From an optimization exercise on the open Yosys and OpenROAD flow, aimed at small area, a short achievable clock period and few clock cycles; shortcuts taken in it are not production practice. Where RTL was checked, it was by simulation tests only, not by an equivalence proof against the original. Power is estimated from default activity; no workload was simulated.

// MM
module MM(clk,i,j,reset,read,write,index,read_data,write_data,finish);
Size in the first run: ~1,900 cells after synthesis, about 260 flip-flops, ~110 I/O pins, roughly 16,000 um2 of cells after synthesis.
clock: 10.0 ns
lec_check: 0
cap_margin: 20
core_margin: 2
core_utilization: 40
cts_cluster_diameter: 80
cts_cluster_size: 24
place_density: 0.6
slew_margin: 20
standard.sh (not shown) runs the stock make flow with config.mk's settings and CLKGATE_MAP_FILE= SYNTH_SCRIPT=/design/flow/synth_recipe.tcl, a recipe that flattens the netlist after the stock synthesis.
==> flow/flow/run.sh <==
#!/bin/bash
# The standard layout, with ORFS's timing repair aiming for a clock period
# well below the design's (the constraints themselves are unchanged),
# repairing only the worst endpoints, and with every port buffered by a
# plain buffer (not a delay cell).
set -euo pipefail
bash standard.sh SETUP_SLACK_MARGIN=7.0 TNS_END_PERCENT=10 \
  "BUFFER_PORTS_ARGS=-buffer_cell sky130_fd_sc_hd__buf_6" finish > standard_flow.log 2>&1
Testbench counts at the start, summed over its fixed seeds: cycles 98,480.
Then changed:
==> flow/flow/run.sh (replaced) <==
#!/bin/bash
# The standard layout, with ORFS's timing repair aiming for a clock period
# well below the design's (the constraints themselves are unchanged), and
# repairing only the worst endpoints.
set -euo pipefail
bash standard.sh SETUP_SLACK_MARGIN=7.0 TNS_END_PERCENT=10 finish > standard_flow.log 2>&1
- CTS_CLUSTER_DIAMETER: 80 -> not set
- CTS_CLUSTER_SIZE: 24 -> not set
Cell area climbs slightly.
Wire length shrinks slightly.
Sequential power hardly moves.
Count of clock-buffer cells in the layout rises by 20.
Total power rose slightly.
Non-clock buffer count went up by 6.
Then changed:
==> flow/flow/run.sh (replaced) <==
#!/bin/bash
# The standard layout, with ORFS's timing repair aiming for a clock period
# well below the design's (the constraints themselves are unchanged),
# repairing only the worst endpoints, and free to resize cells across
# footprints.
set -euo pipefail
bash standard.sh SETUP_SLACK_MARGIN=7.0 TNS_END_PERCENT=10 MATCH_CELL_FOOTPRINT=0 finish > standard_flow.log 2>&1
The new run completed with no timing, DRC or antenna violations; non-clock buffer count falls by 12; sequential power hardly moves; routed wire length falls by 1.3%; die area stays the same; design area barely changes; core utilization is higher by 0.11 points; global-route usage drops by 0.17 points.
Then changed:
==> flow/flow/run.sh (replaced) <==
#!/bin/bash
# The standard layout, with ORFS's timing repair aiming for a clock period
# well below the design's (the constraints themselves are unchanged),
# repairing only the worst endpoints, and with every port buffered by a
# plain buffer (not a delay cell) that the repair can resize.
set -euo pipefail
bash standard.sh SETUP_SLACK_MARGIN=7.0 TNS_END_PERCENT=10 \
  "BUFFER_PORTS_ARGS=-buffer_cell sky130_fd_sc_hd__buf_4" finish > standard_flow.log 2>&1
Routed wire length came out higher by 2.0%.
Count of clock-buffer cells in the layout came out higher by 5.
Design area came out lower by 1.0%.
Setup slack loses 0.0031 ns.
Global-route usage came out higher by 0.12 points.
Synthesized cell count stays the same.
Clock power came out lower by about 5%.
Final cell count stays the same.
Sequential cell count does not change.

== the reference run ==
The RTL this note starts from:
==> flow/design.v <==
module MM(clk,i,j,reset,read,write,index,read_data,write_data,finish);
	input reset, clk;
	input [19:0]read_data;
	output [19:0]i, j;
	output read, write, index, finish;
	output [39:0]write_data;
	reg rd_o, wr_o, idx_o, fin_o;
	reg [9:0] i_o, j_o, x;
	reg [9:0] rr, kk, cc;
	reg hs, alldone, wfin;
	reg q1, q2, q3;
	reg f1, l1, l2, l3, e1, e2, e3, ld;
	reg [19:0] b;
	reg [39:0] s, c, acc;
	wire hdr   = rd_o & wr_o;
	wire cur_b = rd_o & ~wr_o & idx_o;
	wire cur_a = rd_o & ~wr_o & ~idx_o;
	wire cur_w = wr_o & ~rd_o;
	wire [9:0] i_inc = i_o + 10'd1;
	wire [9:0] j_inc = j_o + 10'd1;
	wire [9:0] x_inc = x + 10'd1;
	wire lastn = (j_inc == kk);
	wire lastc = (x_inc == cc);
	wire lastr = (i_inc == rr);
	wire need_w = q3 & l3;
	always @(posedge clk or posedge reset) begin
		if (reset) begin
			rd_o <= 1'b0;
			wr_o <= 1'b0;
			hs <= 1'b0;
			fin_o <= 1'b0;
			alldone <= 1'b0;
			wfin <= 1'b0;
			q1 <= 1'b0;
			q2 <= 1'b0;
			q3 <= 1'b0;
		end else begin
			q1 <= cur_a;
			q2 <= q1;
			q3 <= q2;
			if (!hs) begin
				hs <= 1'b1;
				rd_o <= 1'b1;
				wr_o <= 1'b1;
			end else if (hdr) begin
				if (i_o[1]) begin
					rd_o <= 1'b1;
					wr_o <= 1'b0;
				end
			end else begin
				if (cur_a & lastn & lastc & lastr) alldone <= 1'b1;
				if (need_w) begin
					rd_o <= 1'b0;
					wr_o <= 1'b1;
					wfin <= e3;
				end else if (alldone | (cur_a & lastn & lastc & lastr)) begin
					rd_o <= 1'b0;
					wr_o <= 1'b0;
				end else begin
					rd_o <= 1'b1;
					wr_o <= 1'b0;
				end
				if (cur_w & wfin) fin_o <= 1'b1;
			end
		end
	end
	always @(posedge clk) begin
		if (!hs) begin
			i_o <= 10'd0;
		end else if (hdr) begin
			if (i_o[1:0] == 2'd0) rr <= read_data[9:0];
			if (i_o[1:0] == 2'd1) kk <= read_data[9:0];
			if (i_o[1:0] == 2'd2) cc <= read_data[9:0];
			if (i_o[1]) begin
				i_o <= 10'd0;
				idx_o <= 1'b1;
			end else begin
				i_o <= i_inc;
			end
			j_o <= 10'd0;
			x <= 10'd0;
		end else if (cur_b) begin
			i_o <= x;
			j_o <= i_o;
			x <= j_o;
			idx_o <= 1'b0;
		end else if (cur_a) begin
			idx_o <= 1'b1;
			x <= i_o;
			if (!lastn) begin
				i_o <= j_inc;
				j_o <= x;
			end else if (!lastc) begin
				i_o <= 10'd0;
				j_o <= x_inc;
			end else begin
				i_o <= 10'd0;
				j_o <= 10'd0;
				x <= i_inc;
			end
		end
	end
	reg signed [21:0] a2;
	reg [14:0] dg;
	reg [14:0] dg_odd, dg_even;
	reg [2:0] tp, te;
	integer m;
	always @(*) begin
		for (m = 0; m < 5; m = m + 1) begin
			tp = (m == 4) ? b[19:17] : b[4*m+1 +: 3];
			te = (m == 0) ? {b[1:0], 1'b0} : b[4*m-1 +: 3];
			dg_odd[3*m]   = tp[2] & ~(tp[1] & tp[0]);
			dg_odd[3*m+1] = tp[1] ^ tp[0];
			dg_odd[3*m+2] = (tp[2] & ~tp[1] & ~tp[0]) | (~tp[2] & tp[1] & tp[0]);
			dg_even[3*m]   = te[2] & ~(te[1] & te[0]);
			dg_even[3*m+1] = te[1] ^ te[0];
			dg_even[3*m+2] = (te[2] & ~te[1] & ~te[0]) | (~te[2] & te[1] & te[0]);
		end
	end
	always @(posedge clk) begin
		if (cur_b) b <= read_data;
		a2 <= cur_a ? {read_data, 2'b00} : {{2{a2[21]}}, a2[21:2]};
		dg <= cur_a ? dg_odd : (q1 ? dg_even : 15'd0);
		f1 <= (j_o == 10'd0);
		l1 <= lastn;
		e1 <= lastn & lastc & lastr;
		ld <= q1 & f1;
		l2 <= l1;
		e2 <= l1 & e1;
		l3 <= l2;
		e3 <= e2;
	end
	reg [39:0] row [0:4];
	reg [39:0] row5;
	reg [22:0] sel, f;
	always @(*) begin
		row5 = -(40'h11111 << 22);
		for (m = 0; m < 5; m = m + 1) begin
			sel = dg[3*m+1] ? {a2[21], a2} : (dg[3*m+2] ? {a2, 1'b0} : 23'd0);
			f = sel ^ {23{dg[3*m]}};
			row[m] = {17'd0, ~f[22], f[21:0]} << (4*m);
			row5[4*m] = dg[3*m];
		end
	end
	wire [39:0] s1a = row[0] ^ row[1] ^ row[2];
	wire [39:0] c1a = {(row[0][38:0] & row[1][38:0]) | (row[0][38:0] & row[2][38:0]) | (row[1][38:0] & row[2][38:0]), 1'b0};
	wire [39:0] s1b = row[3] ^ row[4] ^ row5;
	wire [39:0] c1b = {(row[3][38:0] & row[4][38:0]) | (row[3][38:0] & row5[38:0]) | (row[4][38:0] & row5[38:0]), 1'b0};
	wire [39:0] s2 = s1a ^ c1a ^ s1b;
	wire [39:0] c2 = {(s1a[38:0] & c1a[38:0]) | (s1a[38:0] & s1b[38:0]) | (c1a[38:0] & s1b[38:0]), 1'b0};
	wire [39:0] s3 = s2 ^ c2 ^ c1b;
	wire [39:0] c3 = {(s2[38:0] & c2[38:0]) | (s2[38:0] & c1b[38:0]) | (c2[38:0] & c1b[38:0]), 1'b0};
	always @(posedge clk) begin
		s <= s3;
		c <= c3;
		acc <= (ld ? 40'd0 : acc) + s + c;
	end
	assign read = rd_o;
	assign write = wr_o;
	assign index = idx_o;
	assign i = {10'd0, i_o};
	assign j = {10'd0, j_o};
	assign finish = fin_o;
	assign write_data = acc;
endmodule
Settings: LEC_CHECK=0, CAP_MARGIN=20, CORE_MARGIN=2, CORE_UTILIZATION=40, PLACE_DENSITY=0.6, SLEW_MARGIN=20; clock period 10.0 ns.
==> flow/flow/run.sh <==
#!/bin/bash
# The standard layout, with ORFS's timing repair aiming for a clock period
# well below the design's (the constraints themselves are unchanged).
set -euo pipefail
bash standard.sh SETUP_SLACK_MARGIN=6.8 finish > standard_flow.log 2>&1
--- input diff the reference run..the trial run ---
==> flow/flow/run.sh <==
#!/bin/bash
# The standard layout, with ORFS's timing repair aiming for a clock period
# well below the design's (the constraints themselves are unchanged).
set -euo pipefail
bash standard.sh SETUP_SLACK_MARGIN=7.0 finish > standard_flow.log 2>&1
- When the trial run is set beside the reference run, its buffering stage count on the worst path with inverters included turns out to be 1 larger.
- Run comparison: the trial run critical path capture point acc[24]$_DFF_P_; the reference run critical path capture point acc[36]$_DFF_P_
- The trial run ended up with a lower worst hold margin than the reference run did.
- Delta (the trial run minus the reference run): worst slack after detailed placement increased by 290 ps relative to the old numbers, setup slack decreased by 12 ps relative to the old numbers.
- Looking at the reports, the trial run completed the entire flow and the layout it produced met the timing, design-rule and antenna checks.
No functional check of the RTL was part of any run of this note.

[re-timing with driven ports]
No port has a modelled driver above. Below, the same layouts with a new extraction and two added sets of constraints.
Step 1 (the two cells are an assumption about what drives the block):
set clk [get_ports {clk}]
set_driving_cell -lib_cell sky130_fd_sc_hd__clkbuf_16 $clk
set_driving_cell -lib_cell sky130_fd_sc_hd__buf_2 [delete_from_list [all_inputs] $clk]
Step 2 times the ports against the registers' clock, not the clock port: input delays grow and output delays shrink by t, the midpoint of the rising clock arrivals with the driver on.
Slacks: ideal ports / drivers / drivers and shift; pairs: ideal ports / drivers.
run	t (ns)	setup slack, ns	worst hold slack (ns)	worst setup path at the end	worst register clock-pin slew, ns
the first run of note 1	0.570	6.857 / 6.807 / 6.933	0.333 / 0.333 / 0.333	register to register	0.10 / 0.10
the second run of note 1	0.621	6.847 / 6.796 / 6.980	0.327 / 0.327 / 0.327	register to register	0.06 / 0.06
the third run of note 1	0.621	6.848 / 6.797 / 6.977	0.325 / 0.325 / 0.325	register to register	0.07 / 0.07
the fourth run of note 1	0.615	6.845 / 6.792 / 6.925	0.328 / 0.328 / 0.328	register to register	0.06 / 0.06
the reference run	0.616	6.544 / 6.544 / 6.544	0.337 / 0.337 / 0.337	register to register	0.06 / 0.06
the trial run	0.601	6.531 / 6.531 / 6.531	0.328 / 0.328 / 0.328	register to register	0.07 / 0.07
After both steps every run listed still meets setup and hold.
